What follows belongs to an exercise in optimizing a design on an open flow for small area; a production flow would make more cautious choices. RTL that was checked went through simulation tests only; none was proved equivalent to the original. Power is estimated from default activity; no workload was simulated.

==> try-garnet: inputs <==
==> flow/design.v <==
`default_nettype none
`default_nettype none
`default_nettype none
module rca #(parameter N = 8) (
    input  [N-1:0] a,
    input  [N-1:0] b,
    input          ci,
    output [N-1:0] s
);
    wire [N:0] c;
    assign c[0] = ci;
    genvar i;
    generate
        for (i = 0; i < N; i = i + 1) begin : bit_
            assign s[i]   = a[i] ^ b[i] ^ c[i];
            assign c[i+1] = (a[i] & b[i]) | (c[i] & (a[i] ^ b[i]));
        end
    endgenerate
endmodule
`default_nettype none
module tb_hw (
    input clk,
    input rst,
    output out_test,
    input uart_rx,
    output rpi_tx,
    input sck_in,
    input ws_in,
    input sd_in,
    output out_test2,
    output [7:0] led
);
    wire rstn = ~rst;
    reg uart_m, uart_s;
    reg sck_m, sck_s;
    reg ws_m, ws_s;
    reg sd_m, sd_s;
    always @(posedge clk) begin
        uart_m <= uart_rx & rstn;
        uart_s <= uart_m & rstn;
        sck_m  <= sck_in & rstn;
        sck_s  <= sck_m & rstn;
    end
    always @(posedge clk) begin
        ws_m <= ws_in; ws_s <= ws_m;
        sd_m <= sd_in; sd_s <= sd_m;
    end
    assign rpi_tx = uart_s;
    reg sck_d1, sck_d2;
    always @(posedge clk) begin
        sck_d1 <= sck_s & rstn;
        sck_d2 <= sck_d1 & rstn;
    end
    wire sck_p = sck_d1 & ~sck_d2;
    wire sck_n = ~sck_d1 & sck_d2;
    wire p_ld = sck_p & rstn;
    wire p_hd = ~sck_p & rstn;
    reg wsd, wsd1;
    always @(posedge clk) begin
        wsd  <= (ws_s & p_ld) | (wsd  & p_hd);
        wsd1 <= (wsd  & p_ld) | (wsd1 & p_hd);
    end
    wire wsp = wsd ^ wsd1;
    wire sample_clk = wsd1 & ~wsd;
    reg [3:0] counter;
    always @(posedge clk) begin
        if (rst) counter <= 4'd0;
        else if (sck_n) begin
            if (wsp) counter <= 4'd15;
            else if (counter != 4'd0) counter <= counter - 4'd1;
        end
    end
    reg [15:0] buffer;
    wire sd_r = sd_s & rstn;
    genvar gi;
    generate
        for (gi = 0; gi < 16; gi = gi + 1) begin : g_buf
            wire wr = rst | (sck_p & (counter == gi));
            always @(posedge clk) buffer[gi] <= wr ? sd_r : buffer[gi];
        end
    endgenerate
    reg [15:0] left_channel, right_channel;
    wire ld_l = sck_p & wsd & ~wsd1;
    wire ld_r = sck_p & sample_clk;
    wire l_ld = ld_l & rstn, l_hd = ~ld_l & rstn;
    wire r_ld = ld_r & rstn, r_hd = ~ld_r & rstn;
    always @(posedge clk) begin
        left_channel  <= (buffer & {16{l_ld}}) | (left_channel  & {16{l_hd}});
        right_channel <= (buffer & {16{r_ld}}) | (right_channel & {16{r_hd}});
    end
    reg [16:0] dac_l, dac_r;
    wire [16:0] dac_l_nx, dac_r_nx;
    wire pos_l = ~dac_l[16];
    wire pos_r = ~dac_r[16];
    rca #(17) u_add_l (.a(dac_l), .b({pos_l, ~left_channel[15],  left_channel[14:0]}),  .ci(pos_l), .s(dac_l_nx));
    rca #(17) u_add_r (.a(dac_r), .b({pos_r, ~right_channel[15], right_channel[14:0]}), .ci(pos_r), .s(dac_r_nx));
    always @(posedge clk) begin
        dac_l <= dac_l_nx | {17{rst}};
        dac_r <= dac_r_nx | {17{rst}};
    end
    assign out_test  = pos_l;
    assign out_test2 = pos_r;
    reg [30:0] ema;
    wire [15:0] ema_hi = ema[30:15];
    wire [16:0] ema_d;
    wire [15:0] ema_x  = right_channel & {16{sample_clk}};
    wire [15:0] ema_nh = ~(ema_hi & {16{sample_clk}});
    rca #(17) u_ema_sub (.a({ema_x[15], ema_x}), .b({ema_nh[15], ema_nh}), .ci(1'b1), .s(ema_d));
    wire s = ema_d[16];
    wire [18:0] dx  = {{2{s}}, ema_d};               
    wire [18:0] d4x = {ema_d[16:0], 2'b00};          
    wire [18:0] cs_s;                                 
    wire [18:0] cs_c;                                 
    assign cs_c[0] = 1'b0;
    generate
        for (gi = 0; gi < 18; gi = gi + 1) begin : g_csa
            assign cs_s[gi]   = ema[gi] ^ dx[gi] ^ d4x[gi];
            assign cs_c[gi+1] = (ema[gi] & dx[gi]) | (ema[gi] & d4x[gi]) | (dx[gi] & d4x[gi]);
        end
    endgenerate
    assign cs_s[18] = ema[18];
    wire [19:0] ema_lo_nx;
    rca #(20) u_ema_lo (.a({1'b0, cs_s}), .b({1'b0, cs_c}), .ci(1'b0), .s(ema_lo_nx));
    wire ema_inc = ema_lo_nx[19] & ~s;
    wire ema_dec = ~ema_lo_nx[19] & s;
    wire [11:0] ones, zeros;
    assign ones[0] = 1'b1;
    assign zeros[0] = 1'b1;
    generate
        for (gi = 1; gi < 12; gi = gi + 1) begin : g_pre
            assign ones[gi]  = ones[gi-1] & ema[18+gi];
            assign zeros[gi] = zeros[gi-1] & ~ema[18+gi];
        end
    endgenerate
    wire [11:0] ema_flip = ({12{ema_inc}} & ones) | ({12{ema_dec}} & zeros);
    wire [30:0] ema_nx = {ema[30:19] ^ ema_flip, ema_lo_nx[18:0]};
    always @(posedge clk) ema <= ema_nx & {31{rstn}};
    wire [14:0] mlo = ema_hi[14:0];
    wire neg = ema_hi[15];
    function automatic ge(input n, input [14:0] lo, input [15:0] t);
        ge = n ? (lo != 15'd0) && ({1'b0, lo} <= 16'd32768 - t) : ({1'b0, lo} >= t);
    endfunction
    wire [6:0] th = {ge(neg, mlo, 16'd29205), ge(neg, mlo, 16'd7336), ge(neg, mlo, 16'd1464),
                     ge(neg, mlo, 16'd368), ge(neg, mlo, 16'd93), ge(neg, mlo, 16'd19), ge(neg, mlo, 16'd5)};
    wire [2:0] lvl = {th[3], th[5] | (th[1] & ~th[3]), th[6] | (th[4] & ~th[5]) | (th[2] & ~th[3]) | (th[0] & ~th[1])};
    reg [2:0] lvl1, lvl2, lvl3;
    reg on;
    always @(posedge clk) begin
        lvl1 <= lvl & {3{rstn}};
        lvl2 <= lvl1 & {3{rstn}};
        lvl3 <= lvl2;
        on <= rstn;
    end
    wire [7:0] bar = {8{on}} & {lvl3 == 3'd7, lvl3 >= 3'd6, lvl3 >= 3'd5, lvl3 >= 3'd4,
                                lvl3 >= 3'd3, lvl3 >= 3'd2, lvl3 >= 3'd1, 1'b1};
    assign led = ~{bar[0], bar[1], bar[2], bar[3], bar[4], bar[5], bar[6], bar[7]};
endmodule
==> flow/flow/run.sh <==
#!/bin/bash
# Standard ORFS layout with three changes: ports buffered with buf_1 cells,
# clock tree built from clkbuf_8 cells without dummy loads, and larger
# sink clusters.  Each tool's output is in orfs/logs; make's own output goes
# to flow_make.log.
set -euo pipefail
bash standard.sh \
  "BUFFER_PORTS_ARGS=-buffer_cell sky130_fd_sc_hd__buf_1" \
  "CTS_ARGS=-sink_clustering_enable -repair_clock_nets -dont_use_dummy_load -buf_list sky130_fd_sc_hd__clkbuf_4 -sink_clustering_size 20 -sink_clustering_max_diameter 60" \
  finish > flow_make.log 2>&1
==> flow/standard.sh <==
#!/bin/bash
# synth_recipe.tcl (not shown) runs the flow's synth.tcl, then flattens the netlist and writes it again
# the make line also repeats each setting of config.mk as NAME=value (left out here)
make -C /OpenROAD-flow-scripts/flow DESIGN_CONFIG=/design/flow/config.mk WORK_HOME=/design/flow/orfs CLKGATE_MAP_FILE= SYNTH_SCRIPT=/design/flow/synth_recipe.tcl "${@:-finish}"
==> flow/config.mk <==
export PLATFORM = sky130hd
export DESIGN_NAME = tb_hw
export DESIGN_NICKNAME = tb_hw
export VERILOG_FILES = /design/flow/design.v
export SDC_FILE = /design/flow/constraint.sdc
export NUM_CORES = 4
export LEC_CHECK = 0
export CAP_MARGIN = 5
export CORE_MARGIN = 2
export CORE_UTILIZATION = 55
export SLEW_MARGIN = 5
export SYNTH_MEMORY_MAX_BITS = 262144
==> flow/constraint.sdc <==
create_clock -name core_clock -period 10.0 [get_ports {clk}]
set_input_delay 2.0000 -clock core_clock [delete_from_list [all_inputs] [get_ports {clk}]]
set_output_delay 2.0000 -clock core_clock [all_outputs]
set_load 0.01 [all_outputs]
==> try-willow: changes against try-garnet <==
--- a/flow/design.v
+++ b/flow/design.v
@@ -63,3 +63,3 @@
     wire wsp = wsd ^ wsd1;
-    wire sample_clk = wsd1 & ~wsd;
+    wire sample_clk = wsp & ~wsd;
     reg [3:0] counter;
@@ -82,4 +82,4 @@
     reg [15:0] left_channel, right_channel;
-    wire ld_l = sck_p & wsd & ~wsd1;
-    wire ld_r = sck_p & sample_clk;
+    wire ld_l = sck_p & wsp & wsd;
+    wire ld_r = sck_p & wsp & ~wsd;
     wire l_ld = ld_l & rstn, l_hd = ~ld_l & rstn;
@@ -105,23 +105,12 @@
     wire [16:0] ema_d;
-    wire [15:0] ema_x  = right_channel & {16{sample_clk}};
-    wire [15:0] ema_nh = ~(ema_hi & {16{sample_clk}});
-    rca #(17) u_ema_sub (.a({ema_x[15], ema_x}), .b({ema_nh[15], ema_nh}), .ci(1'b1), .s(ema_d));
-    wire s = ema_d[16];
-    wire [18:0] dx  = {{2{s}}, ema_d};               
-    wire [18:0] d4x = {ema_d[16:0], 2'b00};          
-    wire [18:0] cs_s;                                 
-    wire [18:0] cs_c;                                 
-    assign cs_c[0] = 1'b0;
-    generate
-        for (gi = 0; gi < 18; gi = gi + 1) begin : g_csa
-            assign cs_s[gi]   = ema[gi] ^ dx[gi] ^ d4x[gi];
-            assign cs_c[gi+1] = (ema[gi] & dx[gi]) | (ema[gi] & d4x[gi]) | (dx[gi] & d4x[gi]);
-        end
-    endgenerate
-    assign cs_s[18] = ema[18];
-    wire [19:0] ema_lo_nx;
-    rca #(20) u_ema_lo (.a({1'b0, cs_s}), .b({1'b0, cs_c}), .ci(1'b0), .s(ema_lo_nx));
-    wire ema_inc = ema_lo_nx[19] & ~s;
-    wire ema_dec = ~ema_lo_nx[19] & s;
-    wire [11:0] ones, zeros;
+    wire [19:0] ema_d5;
+    rca #(17) u_ema_sub (.a({right_channel[15], right_channel}), .b(~{ema_hi[15], ema_hi}), .ci(1'b1), .s(ema_d));
+    wire [16:0] ema_dg = ema_d & {17{sample_clk}};
+    rca #(18) u_ema_x5 (.a({{3{ema_dg[16]}}, ema_dg[16:2]}), .b({ema_dg[16], ema_dg}), .ci(1'b0), .s(ema_d5[19:2]));
+    assign ema_d5[1:0] = ema_dg[1:0];
+    wire [20:0] ema_lo_nx;
+    rca #(21) u_ema_lo (.a({1'b0, ema[19:0]}), .b({1'b0, ema_d5}), .ci(1'b0), .s(ema_lo_nx));
+    wire ema_inc = ema_lo_nx[20] & ~ema_d5[19];
+    wire ema_dec = ~ema_lo_nx[20] & ema_d5[19];
+    wire [10:0] ones, zeros;
     assign ones[0] = 1'b1;
@@ -129,9 +118,9 @@
     generate
-        for (gi = 1; gi < 12; gi = gi + 1) begin : g_pre
-            assign ones[gi]  = ones[gi-1] & ema[18+gi];
-            assign zeros[gi] = zeros[gi-1] & ~ema[18+gi];
+        for (gi = 1; gi < 11; gi = gi + 1) begin : g_pre
+            assign ones[gi]  = ones[gi-1] & ema[19+gi];
+            assign zeros[gi] = zeros[gi-1] & ~ema[19+gi];
         end
     endgenerate
-    wire [11:0] ema_flip = ({12{ema_inc}} & ones) | ({12{ema_dec}} & zeros);
-    wire [30:0] ema_nx = {ema[30:19] ^ ema_flip, ema_lo_nx[18:0]};
+    wire [10:0] ema_flip = ({11{ema_inc}} & ones) | ({11{ema_dec}} & zeros);
+    wire [30:0] ema_nx = {ema[30:20] ^ ema_flip, ema_lo_nx[19:0]};
     always @(posedge clk) ema <= ema_nx & {31{rstn}};
==> flow/run.sh (new file) <==
#!/bin/bash
# synth_recipe.tcl (not shown) runs the flow's synth.tcl, then flattens the netlist and writes it again
# the make line also repeats each setting of config.mk as NAME=value (left out here)
make -C /OpenROAD-flow-scripts/flow DESIGN_CONFIG=/design/flow/config.mk WORK_HOME=/design/flow/orfs CLKGATE_MAP_FILE= SYNTH_SCRIPT=/design/flow/synth_recipe.tcl finish
CAP_MARGIN = 20   (was 5)
CORE_UTILIZATION = 40   (was 55)
CTS_CLUSTER_DIAMETER = 100   (was default)
CTS_CLUSTER_SIZE = 40   (was default)
SLEW_MARGIN = 20   (was 5)
removed: flow/flow/run.sh
removed: flow/standard.sh
==> comparison table <==
                                                                            try-garnet               try-willow
Status                                                         complete, no violations  complete, no violations
Post-layout instance area                                                   7537 sq um               8463 sq um
Multi-input gate count                                                             450                      430
Data required time at the worst endpoint                                     10,420 ps                10,270 ps
Post-synthesis share of cell area spent on xor and xnor gates                   5.108%                   3.310%
Fraction of standard cell area that is sequential                               39.06%                   34.85%
Critical Path End                                                      ema[29]$_DFF_P_          ema[28]$_DFF_P_
Post-Syn Nets                                                                      736                      737
Floorplan die height                                                     117.1 microns            137.6 microns
Critical hold path startpoint                                          lvl2[2]$_DFF_P_             ws_m$_DFF_P_
Number of instances resized during post-cts repair                                   5                       15
Starting density of the core                                                    55.94%                   41.16%
Number of buffers outside the clock class in the layout                             34                       45
Fillers                                                                          1,070                    1,533
Via count of the first global-routing pass                                       4,651                    4,749
Post-place instance area                                                    7360 sq um               7641 sq um
Clock-cell share of area                                                        1.693%                   6.328%
Seq power                                                                     0.665 mW                 0.639 mW
End point of the most critical hold path                               lvl3[2]$_DFF_P_             ws_s$_DFF_P_
Synthesized-area fraction occupied by and/or/nand/nor cells                     15.91%                   14.69%
Total standard cell area after synthesis                                    7030 sq um               7144 sq um
Fraction of layout cells with a size suffix above 1                             15.66%                   24.52%
No functional check of the RTL was part of try-willow.

-- afterwards: timing with drivers on the ports --
In the flow no input, the clock included, has a driving cell. The finished layouts below were timed again as built, in two steps.
Step 1: set_driving_cell puts a clkbuf_16 on clk and a buf_2 on each other input, an assumption about the parent block.
Step 2 adds t to the input delays and takes it off the output delays; t is the mean of the earliest and latest rising clock arrival at the registers after step 1. Input paths then give back, and output paths get back, about the clock's delay inside the block.
a / b / c = ideal / step 1 / step 2; a / b = the first two.
run | t (ns) | slack for setup (ns) | worst data-port slew with drivers (ns)
try-garnet | 0.555 | 0.154 / 0.154 / 0.154 | 0.03
try-willow | 0.459 | 0.294 / 0.294 / 0.294 | 0.05
After both steps every run listed still meets setup and hold.
